From an optimization exercise on the open Yosys and OpenROAD flow, aimed at small area, a short achievable clock period and few clock cycles per item; shortcuts taken in it are not production practice. For this run, only the layout was checked, not whether the RTL still works.

<file path="flow/flow/run.sh">
#!/bin/bash
# The standard layout, with the port buffers made of the smallest
# buffer cell instead of the flow's default delay buffer.
set -euo pipefail
bash standard.sh "BUFFER_PORTS_ARGS=-buffer_cell sky130_fd_sc_hd__buf_1" finish > standard.log 2>&1
</file>
<file path="flow/standard.sh">
#!/bin/bash
# synth_recipe.tcl (not shown) runs the flow's synth.tcl, then flattens the netlist and writes it again
# the make line also repeats each setting of config.mk as NAME=value (left out here)
make -C /OpenROAD-flow-scripts/flow DESIGN_CONFIG=/design/flow/config.mk WORK_HOME=/design/flow/orfs CLKGATE_MAP_FILE= SYNTH_SCRIPT=/design/flow/synth_recipe.tcl "${@:-finish}"
</file>
<file path="flow/config.mk">
export PLATFORM = sky130hd
export DESIGN_NAME = bitcoin_miner
export DESIGN_NICKNAME = bitcoin_miner
export VERILOG_FILES = /design/flow/design.v
export SDC_FILE = /design/flow/constraint.sdc
export NUM_CORES = 8
export LEC_CHECK = 0
export ABC_AREA = 1
export CAP_MARGIN = 20
export CORE_MARGIN = 2
export CORE_UTILIZATION = 40
export SETUP_SLACK_MARGIN = 5.0
export SLEW_MARGIN = 20
export SYNTH_HIERARCHICAL = 1
</file>
<file path="flow/constraint.sdc">
create_clock -name core_clock -period 8.5 [get_ports {clk}]
set_input_delay 1.7000 -clock core_clock [delete_from_list [all_inputs] [get_ports {clk}]]
set_output_delay 1.7000 -clock core_clock [all_outputs]
set_load 0.01 [all_outputs]
</file>
<file path="flow/design.v">
module swap_endian #(
  parameter UNIT_WIDTH = 8,
  parameter UNIT_COUNT = 4
  ) (
    input wire [(UNIT_WIDTH*UNIT_COUNT)-1:0] src,
    output reg [(UNIT_WIDTH*UNIT_COUNT)-1:0] dst
  );
 integer i;
  always @* begin
    for (i = 0; i < UNIT_COUNT; i = i + 1) begin
      dst[(i * UNIT_WIDTH) +: UNIT_WIDTH] = src[((UNIT_COUNT - i) * UNIT_WIDTH - 1) -: UNIT_WIDTH];
    end
  end
endmodule
module sha256_k (
  input  wire [5:0]  idx,
  output reg  [31:0] k
  );
  always @* begin
    case (idx)
      6'd0: k = 32'h428a2f98;
      6'd1: k = 32'h71374491;
      6'd2: k = 32'hb5c0fbcf;
      6'd3: k = 32'he9b5dba5;
      6'd4: k = 32'h3956c25b;
      6'd5: k = 32'h59f111f1;
      6'd6: k = 32'h923f82a4;
      6'd7: k = 32'hab1c5ed5;
      6'd8: k = 32'hd807aa98;
      6'd9: k = 32'h12835b01;
      6'd10: k = 32'h243185be;
      6'd11: k = 32'h550c7dc3;
      6'd12: k = 32'h72be5d74;
      6'd13: k = 32'h80deb1fe;
      6'd14: k = 32'h9bdc06a7;
      6'd15: k = 32'hc19bf174;
      6'd16: k = 32'he49b69c1;
      6'd17: k = 32'hefbe4786;
      6'd18: k = 32'h0fc19dc6;
      6'd19: k = 32'h240ca1cc;
      6'd20: k = 32'h2de92c6f;
      6'd21: k = 32'h4a7484aa;
      6'd22: k = 32'h5cb0a9dc;
      6'd23: k = 32'h76f988da;
      6'd24: k = 32'h983e5152;
      6'd25: k = 32'ha831c66d;
      6'd26: k = 32'hb00327c8;
      6'd27: k = 32'hbf597fc7;
      6'd28: k = 32'hc6e00bf3;
      6'd29: k = 32'hd5a79147;
      6'd30: k = 32'h06ca6351;
      6'd31: k = 32'h14292967;
      6'd32: k = 32'h27b70a85;
      6'd33: k = 32'h2e1b2138;
      6'd34: k = 32'h4d2c6dfc;
      6'd35: k = 32'h53380d13;
      6'd36: k = 32'h650a7354;
      6'd37: k = 32'h766a0abb;
      6'd38: k = 32'h81c2c92e;
      6'd39: k = 32'h92722c85;
      6'd40: k = 32'ha2bfe8a1;
      6'd41: k = 32'ha81a664b;
      6'd42: k = 32'hc24b8b70;
      6'd43: k = 32'hc76c51a3;
      6'd44: k = 32'hd192e819;
      6'd45: k = 32'hd6990624;
      6'd46: k = 32'hf40e3585;
      6'd47: k = 32'h106aa070;
      6'd48: k = 32'h19a4c116;
      6'd49: k = 32'h1e376c08;
      6'd50: k = 32'h2748774c;
      6'd51: k = 32'h34b0bcb5;
      6'd52: k = 32'h391c0cb3;
      6'd53: k = 32'h4ed8aa4a;
      6'd54: k = 32'h5b9cca4f;
      6'd55: k = 32'h682e6ff3;
      6'd56: k = 32'h748f82ee;
      6'd57: k = 32'h78a5636f;
      6'd58: k = 32'h84c87814;
      6'd59: k = 32'h8cc70208;
      6'd60: k = 32'h90befffa;
      6'd61: k = 32'ha4506ceb;
      6'd62: k = 32'hbef9a3f7;
      default: k = 32'hc67178f2;
    endcase
  end
endmodule
module csa32 (
  input  wire [31:0] x,
  input  wire [31:0] y,
  input  wire [31:0] z,
  output wire [31:0] s,
  output wire [31:0] c
  );
  wire [31:0] m = (x & y) | (x & z) | (y & z);
  assign s = x ^ y ^ z;
  assign c = {m[30:0], 1'b0};
endmodule
module add32 (
  input  wire [31:0] x,
  input  wire [31:0] y,
  output reg  [31:0] s
  );
  reg [31:0] p, G, P;
  integer i, d;
  always @* begin
    p = x ^ y;
    G = x & y;
    P = p;
    for (d = 1; d < 32; d = d * 2)
      for (i = 2 * d - 1; i < 32; i = i + 2 * d) begin
        G[i] = G[i] | (P[i] & G[i - d]);
        P[i] = P[i] & P[i - d];
      end
    for (d = 8; d >= 1; d = d / 2)
      for (i = 3 * d - 1; i < 32; i = i + 2 * d) begin
        G[i] = G[i] | (P[i] & G[i - d]);
        P[i] = P[i] & P[i - d];
      end
    s[0] = p[0];
    for (i = 1; i < 32; i = i + 1)
      s[i] = p[i] ^ G[i - 1];
  end
endmodule
module bitcoin_miner (
  input wire clk,
  input wire rst,
  input wire start,
  input wire [255:0] first_block_hash,
  input wire [127:0] second_block,
  input wire [255:0] target,
  input wire [31:0]  max_nonce,
  output reg running,
  output reg found,
  output reg [31:0] nonce
  );
  localparam [255:0] IV = {
    32'h6a09e667, 32'hbb67ae85, 32'h3c6ef372, 32'ha54ff53a,
    32'h510e527f, 32'h9b05688c, 32'h1f83d9ab, 32'h5be0cd19};
  localparam [1:0] PH_IDLE = 2'd0;
  localparam [1:0] PH_RF   = 2'd1;
  localparam [1:0] PH_H1   = 2'd2;
  localparam [1:0] PH_H2   = 2'd3;
  function [31:0] bswap;
    input [31:0] x;
    bswap = {x[7:0], x[15:8], x[23:16], x[31:24]};
  endfunction
  function [31:0] word;
    input [255:0] v;
    input integer i;
    word = v[255 - 32 * i -: 32];
  endfunction
  reg [1:0] phase;
  reg [6:0] rnd;           
  reg slot;                
  reg [31:0] kreg;         
  reg [3:0] sel_t;         
  reg [31:0] op_a, op_e;   
  reg [31:0] ff_a, ff_e;   
  reg [3:0] sel_c;         
  reg slot_c;              
  reg ffw;                 
  reg [31:0] t_hi, t_lo;   
  reg hi_eq_x, hi_lt_x, lo_eq_x, lo_lt_x, reject_x;
  reg hi_eq_y, hi_lt_y, lo_eq_y, lo_lt_y, reject_y;
  reg last_x, last_y;      
  reg [31:0] pa, pb, pc, pd, pe, pf, pg, ph;
  reg [31:0] qa, qb, qc, qe, qf, qg;
  reg [31:0] s_a, c_a, s_e, c_e;
  reg [991:0] w;
  reg [31:0] xs, xc;
  wire [31:0] sig1 = {pe[5:0], pe[31:6]} ^ {pe[10:0], pe[31:11]} ^ {pe[24:0], pe[31:25]};
  wire [31:0] sig0 = {pa[1:0], pa[31:2]} ^ {pa[12:0], pa[31:13]} ^ {pa[21:0], pa[31:22]};
  wire [31:0] ch   = (pe & pf) ^ (~pe & pg);
  wire [31:0] maj  = (pa & pb) | (pa & pc) | (pb & pc);
  wire [31:0] w0   = w[32*0 +: 32];
  wire [31:0] s_hkw, c_hkw, s_t, c_t, s_a1, c_a1, s_a2, c_a2, s_a3, c_a3;
  wire [31:0] s_e1, c_e1, s_e2, c_e2, s_e3, c_e3;
  csa32 u_hkw (.x(ph), .y(kreg), .z(w0), .s(s_hkw), .c(c_hkw));
  csa32 u_t   (.x(sig1), .y(sig0), .z(maj), .s(s_t), .c(c_t));
  csa32 u_a1  (.x(s_hkw), .y(c_hkw), .z(ch), .s(s_a1), .c(c_a1));
  csa32 u_a2  (.x(s_t), .y(c_t), .z(s_a1), .s(s_a2), .c(c_a2));
  csa32 u_a3  (.x(s_a2), .y(c_a2), .z(c_a1), .s(s_a3), .c(c_a3));
  csa32 u_e1  (.x(pd), .y(sig1), .z(ch), .s(s_e1), .c(c_e1));
  csa32 u_e2  (.x(s_hkw), .y(c_hkw), .z(s_e1), .s(s_e2), .c(c_e2));
  csa32 u_e3  (.x(s_e2), .y(c_e2), .z(c_e1), .s(s_e3), .c(c_e3));
  wire [31:0] a_new = s_a + c_a;
  wire [31:0] e_new = s_e + c_e;
  wire [31:0] w2  = w[32*2  +: 32];
  wire [31:0] w18 = w[32*18 +: 32];
  wire [31:0] w28 = w[32*28 +: 32];
  wire [31:0] ss0 = {w2[6:0], w2[31:7]} ^ {w2[17:0], w2[31:18]} ^ {3'b000, w2[31:3]};
  wire [31:0] ss1 = {w28[16:0], w28[31:17]} ^ {w28[18:0], w28[31:19]} ^ {10'b0, w28[31:10]};
  wire [31:0] s_x1, c_x1, s_x2, c_x2;
  csa32 u_x1 (.x(w0), .y(w18), .z(ss1), .s(s_x1), .c(c_x1));
  csa32 u_x2 (.x(s_x1), .y(c_x1), .z(ss0), .s(s_x2), .c(c_x2));
  wire ff_time = |sel_t;
  wire [31:0] xsum = (ff_time ? op_a : xs) + (ff_time ? pa : xc);
  always @(posedge clk) begin
    ff_a <= xsum;
    ff_e <= op_e + pe;
    sel_c <= sel_t;
    slot_c <= slot;
    ffw <= (phase == PH_H1) & ff_time;
    for (k = 0; k < 4; k = k + 1) begin
      if (sel_t[k]) begin
        t_hi <= word(target, k);
        t_lo <= word(target, 4 + k);
      end
    end
  end
  wire [31:0] v_hi = bswap(ff_e);
  wire [31:0] v_lo = bswap(ff_a);
  wire hi_w_lt = v_hi < t_hi;
  wire hi_w_eq = v_hi == t_hi;
  wire lo_w_lt = v_lo < t_lo;
  wire lo_w_eq = v_lo == t_lo;
  wire first_w = sel_c[0];
  wire cmp_time = |sel_c;
  wire hi_lt_o = slot_c ? hi_lt_y : hi_lt_x;
  wire hi_eq_o = slot_c ? hi_eq_y : hi_eq_x;
  wire lo_lt_o = slot_c ? lo_lt_y : lo_lt_x;
  wire lo_eq_o = slot_c ? lo_eq_y : lo_eq_x;
  wire hi_lt_n = first_w ? hi_w_lt : (hi_lt_o | (hi_eq_o & hi_w_lt));
  wire hi_eq_n = first_w ? hi_w_eq : (hi_eq_o & hi_w_eq);
  wire lo_lt_n = first_w ? lo_w_lt : (lo_lt_o | (lo_eq_o & lo_w_lt));
  wire lo_eq_n = first_w ? lo_w_eq : (lo_eq_o & lo_w_eq);
  wire rej_n = ~(hi_w_lt | hi_w_eq);
  always @(posedge clk) begin
    if (cmp_time & ~slot_c) begin
      hi_lt_x <= hi_lt_n; hi_eq_x <= hi_eq_n;
      lo_lt_x <= lo_lt_n; lo_eq_x <= lo_eq_n;
    end
    if (cmp_time & slot_c) begin
      hi_lt_y <= hi_lt_n; hi_eq_y <= hi_eq_n;
      lo_lt_y <= lo_lt_n; lo_eq_y <= lo_eq_n;
    end
    if (first_w & ~slot_c) reject_x <= rej_n;
    if (first_w & slot_c) reject_y <= rej_n;
  end
  wire hit_x = hi_lt_x | (hi_eq_x & (lo_lt_x | lo_eq_x));
  wire hit_y = hi_lt_y | (hi_eq_y & (lo_lt_y | lo_eq_y));
  wire in_h1 = (phase == PH_H1);
  wire in_h2 = (phase == PH_H2);
  wire in_rf = (phase == PH_RF);
  wire [7:0] step = {rnd, slot};                  
  wire dec_early = in_h2 & (step == 8'd125);
  wire both_rej  = reject_x & reject_y;
  wire dec_full  = in_h2 & (step == 8'd131);
  wire rf_end    = in_rf & (step == 8'd125);
  wire start_ok  = (phase == PH_IDLE) & start;
  wire early_next = dec_early & both_rej & ~last_x & ~last_y;
  wire early_stop = dec_early & both_rej & (last_x | last_y);
  wire full_stop  = dec_full & (hit_x | last_x | hit_y | last_y);
  wire to_rf      = dec_full & ~(hit_x | last_x | hit_y | last_y);
  wire to_h1      = early_next | rf_end;      
  wire to_h2      = in_h1 & (step == 8'd129);   
  wire stop       = early_stop | full_stop;
  wire [1:0] n_add = {in_h2, ~slot};
  wire [31:0] nonce_add = nonce + {30'd0, n_add};
  wire [31:0] nonce_p1 = nonce + 32'd1;
  wire [31:0] nonce_p2 = nonce + 32'd2;
  reg [1:0] phase_nxt;
  reg [6:0] rnd_nxt;
  reg slot_nxt;
  always @* begin
    phase_nxt = phase;
    rnd_nxt = rnd_step;
    slot_nxt = ~slot;
    if (to_h1) begin
      phase_nxt = PH_H1; rnd_nxt = 7'd0; slot_nxt = 1'b0;
    end else if (to_h2) begin
      phase_nxt = PH_H2; rnd_nxt = 7'd0; slot_nxt = 1'b0;
    end else if (to_rf | start_ok) begin
      phase_nxt = PH_RF; rnd_nxt = 7'd48; slot_nxt = 1'b1;
    end
    if (stop) phase_nxt = PH_IDLE;
  end
  wire load_mid = (phase_nxt == PH_H1) & (rnd_nxt == 7'd0);
  wire load_iv  = (phase_nxt == PH_H2) & (rnd_nxt == 7'd0);
  wire load_w01 = to_h1;
  wire [6:0] rnd_step = slot ? rnd + 7'd1 : rnd;
  wire [31:0] k_step;
  sha256_k u_k (.idx(rnd_step[5:0]), .k(k_step));
  wire ff_nxt = (phase_nxt[1]) & (rnd_nxt >= 7'd61) & (rnd_nxt <= 7'd64);
  reg [3:0] sel_nxt;
  reg [31:0] op_a_nxt, op_e_nxt;
  integer k;
  always @* begin
    op_a_nxt = 32'h0; op_e_nxt = 32'h0;
    for (k = 0; k < 4; k = k + 1) begin
      sel_nxt[k] = ff_nxt & (rnd_nxt[1:0] == ((k + 1) & 3));
      if (phase_nxt == PH_H1) begin
        op_a_nxt = op_a_nxt | ({32{sel_nxt[k]}} & word(first_block_hash, 3 - k));
        op_e_nxt = op_e_nxt | ({32{sel_nxt[k]}} & word(first_block_hash, 7 - k));
      end else begin
        op_a_nxt = op_a_nxt | ({32{sel_nxt[k]}} & word(IV, 3 - k));
        op_e_nxt = op_e_nxt | ({32{sel_nxt[k]}} & word(IV, 7 - k));
      end
    end
  end
  always @(posedge clk) begin
    rnd <= rnd_nxt;
    slot <= slot_nxt;
    kreg <= (load_mid | load_iv) ? 32'h428a2f98 : k_step;
    sel_t <= sel_nxt;
    op_a <= op_a_nxt;
    op_e <= op_e_nxt;
    last_x <= (nonce == max_nonce);
    last_y <= (nonce_p1 == max_nonce);
  end
  always @(posedge clk) begin
    if (rst) begin
      phase <= PH_IDLE;
      running <= 1'b0;
      found <= 1'b0;
    end else begin
      phase <= phase_nxt;
      if (start_ok) begin
        running <= 1'b1;
        found <= 1'b0;
      end
      if (stop) begin
        running <= 1'b0;
        found <= full_stop & (hit_x | (~last_x & hit_y));
      end
    end
  end
  wire stop_y = (early_stop & ~last_x) | (full_stop & ~hit_x & ~last_x);
  always @(posedge clk) begin
    if (start_ok) nonce <= bswap(second_block[31:0]);
    else if (early_next | to_rf) nonce <= nonce_p2;
    else if (stop_y) nonce <= nonce_p1;
  end
  always @(posedge clk) begin
    if (load_mid) begin
      {pa, pb, pc, pd, pe, pf, pg, ph} <= first_block_hash;
    end else if (load_iv) begin
      {pa, pb, pc, pd, pe, pf, pg, ph} <= IV;
    end else begin
      pa <= a_new; pb <= qa; pc <= qb; pd <= qc;
      pe <= e_new; pf <= qe; pg <= qf; ph <= qg;
    end
    qa <= pa; qb <= pb; qc <= pc;
    qe <= pe; qf <= pf; qg <= pg;
    s_a <= s_a3; c_a <= c_a3;
    s_e <= s_e3; c_e <= c_e3;
  end
  wire [7:0] k_h2 = step - 8'd99;
  wire [7:0] k_h1 = step - 8'd95;
  wire inj_h2 = (in_h1 & (step >= 8'd115)) | (in_h2 & (step == 8'd0));
  wire inj_h1 = ((in_h2 | in_rf) & (step >= 8'd97) & (step <= 8'd125)) | (in_h1 & (step == 8'd0));
  wire [3:0] j_h2 = (in_h2 ? 8'd31 : k_h2) >> 1;
  wire [3:0] j_h1 = (in_h1 ? 8'd31 : k_h1) >> 1;
  reg [31:0] tail;
  always @* begin
    tail = xsum;
    if (inj_h2) begin
      tail = (j_h2 == 4'd8) ? 32'h80000000 : (j_h2 == 4'd15) ? 32'h00000100 : 32'h0;
    end else if (inj_h1) begin
      case (j_h1)
        4'd1:    tail = second_block[95:64];
        4'd2:    tail = second_block[63:32];
        4'd3:    tail = bswap(nonce_add);
        4'd4:    tail = 32'h80000000;
        4'd15:   tail = 32'h00000280;
        default: tail = 32'h0;
      endcase
    end
  end
  reg [991:0] w_nxt;
  always @* begin
    w_nxt = {tail, w[991:32]};
    if (ffw) begin
      if (sel_c[0]) begin w_nxt[32*12 +: 32] = ff_a; w_nxt[32*20 +: 32] = ff_e; end
      if (sel_c[1]) begin w_nxt[32*8  +: 32] = ff_a; w_nxt[32*16 +: 32] = ff_e; end
      if (sel_c[2]) begin w_nxt[32*4  +: 32] = ff_a; w_nxt[32*12 +: 32] = ff_e; end
      if (sel_c[3]) begin w_nxt[32*0  +: 32] = ff_a; w_nxt[32*8  +: 32] = ff_e; end
    end
    if (load_w01) begin
      w_nxt[32*0 +: 32] = second_block[127:96];
      w_nxt[32*1 +: 32] = second_block[127:96];
    end
  end
  always @(posedge clk) begin
    w <= w_nxt;
    xs <= s_x2;
    xc <= c_x2;
  end
endmodule
</file>
==> run_results.csv <==
group,metric,value,unit
yosys,synth_area_per_cell,9.57,um^2
worst_setup_path,cp.arrival,4330,ps
yosys,synth.net_count,9223,
floorplanning,pin_count,709,
global_route,grtUsageTotal,0.329,
hold_path,hold_path_depth,0,
detailed_routing,ant_nets,0,
timing,period_share,0.420,
floorplanning,start_util,0.403,
final_layout,final_cells,11400,
global_route,grt_pass1_vias,59300,
final_layout,largest_reg_flops,992,
hold_path,hold_path.startpoint,"w[107]",
detailed_routing,drtIter0Drc,6683,
final_layout,layout-drive-gt1-share,0.0823,
yosys,synth_edf_count,106,
floorplanning,row_count,160,
final_layout,fillCellCount,18100,
place,gp_congestion,1.07,
worst_setup_path,cp-end-kind,"register",
yosys,synthesis.area,76700,um^2
timing,fmax,280,MHz
cts,h-tree-depth,4,
detailed_routing,vias,61900,
place,dpl_worst_slack,2030,ps
global_route,grt-ovfl-total,0,
detailed_routing,wire_per_inst,29.2,um
hold_path,hp-class,"register to register",
yosys,ys_ff_latch,1922,
global_route,grt_antenna_before_repair,37,
yosys,yosysUniqueCellTypes,68,
worst_setup_path,r2r_slack,4930,ps
final_layout,layout.area.seq,39600,um^2
timing,final-setup-viol-count,0,
final_layout,final_common_cell,"dfxtp_1",
timing,fin_skew,70.3,ps
hold_path,worstHoldEndpoint,"w[75]",
run_status,outcome,"no timing/DRC/antenna violations",
cts,cts_buffer_depth,3,
timing,fin_crit,3570,ps
place,port-buffer-count,708,
place,dpl_cell_area,81600,um^2
final_layout,final_cell_mix,"1807 x dfxtp_1, 1407 x nand2_1, 708 x buf_1, 699 x o21ai_0, 671 x inv_1",
yosys,netlist_instances,8019,
worst_setup_path,crit_required,9260,ps
cts,clk_latency,890,ps
cts,clkTransAtPathRegs,60,ps
timing,setup_tns,0,ps
detailed_routing,drc,0,
timing,worstMarginPinSlew,1080,ps
final_layout,largest_register,"w",
global_route,grt_pass1_wl,454000,um
worst_setup_path,worst-r2r-cell-count,5,
final_layout,area_growth,17.3,%
worst_setup_path,path_class,"register to register",
detailed_routing,wl,334000,um
run,maxCapViolations,0,
floorplanning,dieWidth,442,um
place,dp_hpwl,257000,um
timing,rsz0062_at_grt,"yes",
cts,cts_tree,"yes",
floorplanning,core,190000,um^2
yosys,async_reset_ff_frac,0,
detailed_routing,dr.pass1.iters,8,
detailed_routing,avgViaCountPerCell,5.42,
final_layout,layout.nets,9948,
global_route,grt_max_degree,108,
final_layout,post-route-util,0.473,
place,placedCellCount,11000,
cts,cts-root-buf,"clkbuf_16",
worst_setup_path,r2r_start,"pe[26]",
yosys,synth_ff_type,"dfxtp_1",
timing,final_hold_viol_count,0,
final_layout,multi_input_area,33700,um^2
worst_setup_path,r2r-end,"s_e[21]",
floorplanning,dieArea,195000,um^2
worst_setup_path,cp_max_fo,6,
yosys,ys_warn_count,8,
cts,cts_buffers,188,
floorplanning,die_h,442,um
cts,hold_buffers,0,
worst_setup_path,cp-start-kind,"register",
cts,clock_sinks,1922,
timing,final_max_slew_viol_count,0,
timing,timing.final.ws_setup,4930,ps
yosys,yosysSeqAreaShare,0.515,
final_layout,design_area,90000,um^2
timing,relSlewSlack,0.277,
## synthesized netlist by cell type (45+ instances only)
master | number | area, um^2
o22a_1 | 95 | 832
nor3_1 | 58 | 290
fa_1 | 315 | 6310
nand4_1 | 91 | 569
a21oi_1 | 458 | 2290
a22o_1 | 45 | 394
buf_2 | 69 | 345
xnor2_1 | 264 | 2310
nand2_1 | 1430 | 5370
dfxtp_1 | 1816 | 36400
or2_2 | 82 | 513
nor2_1 | 409 | 1540
ha_1 | 214 | 2680
edfxtp_1 | 106 | 3180
inv_1 | 682 | 2560
o21ai_0 | 711 | 3560
xor2_1 | 174 | 1520
nand3_1 | 321 | 1610
mux2i_1 | 64 | 641
clkbuf_1 | 184 | 691
## logic make-up (layout without fill, tap and decap cells)
family,count (synthesis),after routing,synth area share
simple gates,2453,2460,0.135
flops,1922,1922,0.515
compound gates,1521,1521,0.112
buf+inv,1019,1891,0.0528
fa+ha+maj,561,561,0.121
xor+xnor,438,438,0.0500
mux,95,95,0.0129
other cells,10,23,0.000489
## critical path: stages (launching register included)
cell	delay, ps
dfxtp_1	730
xnor2_1	160
xnor2_1	840
fa_1	570
fa_1	440
fa_1	710
## area by class of cell
cell class,instances,area share
Antenna cell,13,0.000361
Clock buffer,246,0.0587
Clock inverter,98,0.0153
Inverter,704,0.0306
Multi-Input combinational cell,5085,0.375
Sequential cell,1922,0.440
Tap cell,2511,0.0349
Timing Repair Buffer,842,0.0459
Timing Repair inverter,1,0.0000973
## per-stage QoR
stage | hold WS, ps
6_report | 274
5_1_grt | 275
4_1_cts | 273
3_5_place_dp | 312
3_3_place_gp | 310
2_1_floorplan | 310
## Yosys stat by module, one instance, submodules excluded
module         times used  cells inside  flops+latches
bitcoin_miner           1          6992           1922
sha256_k                1           607              0
csa32                  10            42              0
## layer usage
| metal | global-route usage | part of all wire |
|---|---|---|
| met4 | 0.177 | 0.061 |
| met3 | 0.0680 | 0.090 |
| met2 | 0.496 | 0.43 |
| met5 | 0 | 0.00026 |
| met1 | 0.441 | 0.42 |
## worst max path at each step
stage	start	endpoint
6_report	pe[26]	s_e[21]
4_1_cts	slot	pa[16]
3_5_place_dp	start	pa[16]
3_3_place_gp	start	pa[16]
2_1_floorplan	start	nonce[10]
5_1_grt	sel_t[3]	w[980]
## what timing repair did
action / in CTS / in global routing
setup buffers: 32 / 38
endpoints found under the setup margin: 432 / 291
gates cloned: 7 / 9
gates resized for setup: 118 / 87
pin swaps: 11 / 15

## what the ideal ports hide
Ports are ideal in the flow. The routed layout listed here was re-timed in OpenROAD.
Step 1 (the two cells are an assumption about what drives the block):
set clk [get_ports {clk}]
set_driving_cell -lib_cell sky130_fd_sc_hd__clkbuf_16 $clk
set_driving_cell -lib_cell sky130_fd_sc_hd__buf_2 [delete_from_list [all_inputs] $clk]
Step 2 also shifts input and output timing later by t, the mid clock arrival at the registers, as if the neighbouring blocks saw the same clock.
Three values: no drivers, after step 1, after step 2; two values: the first two.
t (ns): 0.939
setup WS [ns]: 4.929 / 4.929 / 4.141
worst setup path after step 2: input to register
cell pins on the clock port's net: 1
After both steps setup and hold are still met in this run. The setup slack of this run moves by 0.000 ns with the drivers and by -0.788 ns with both steps.
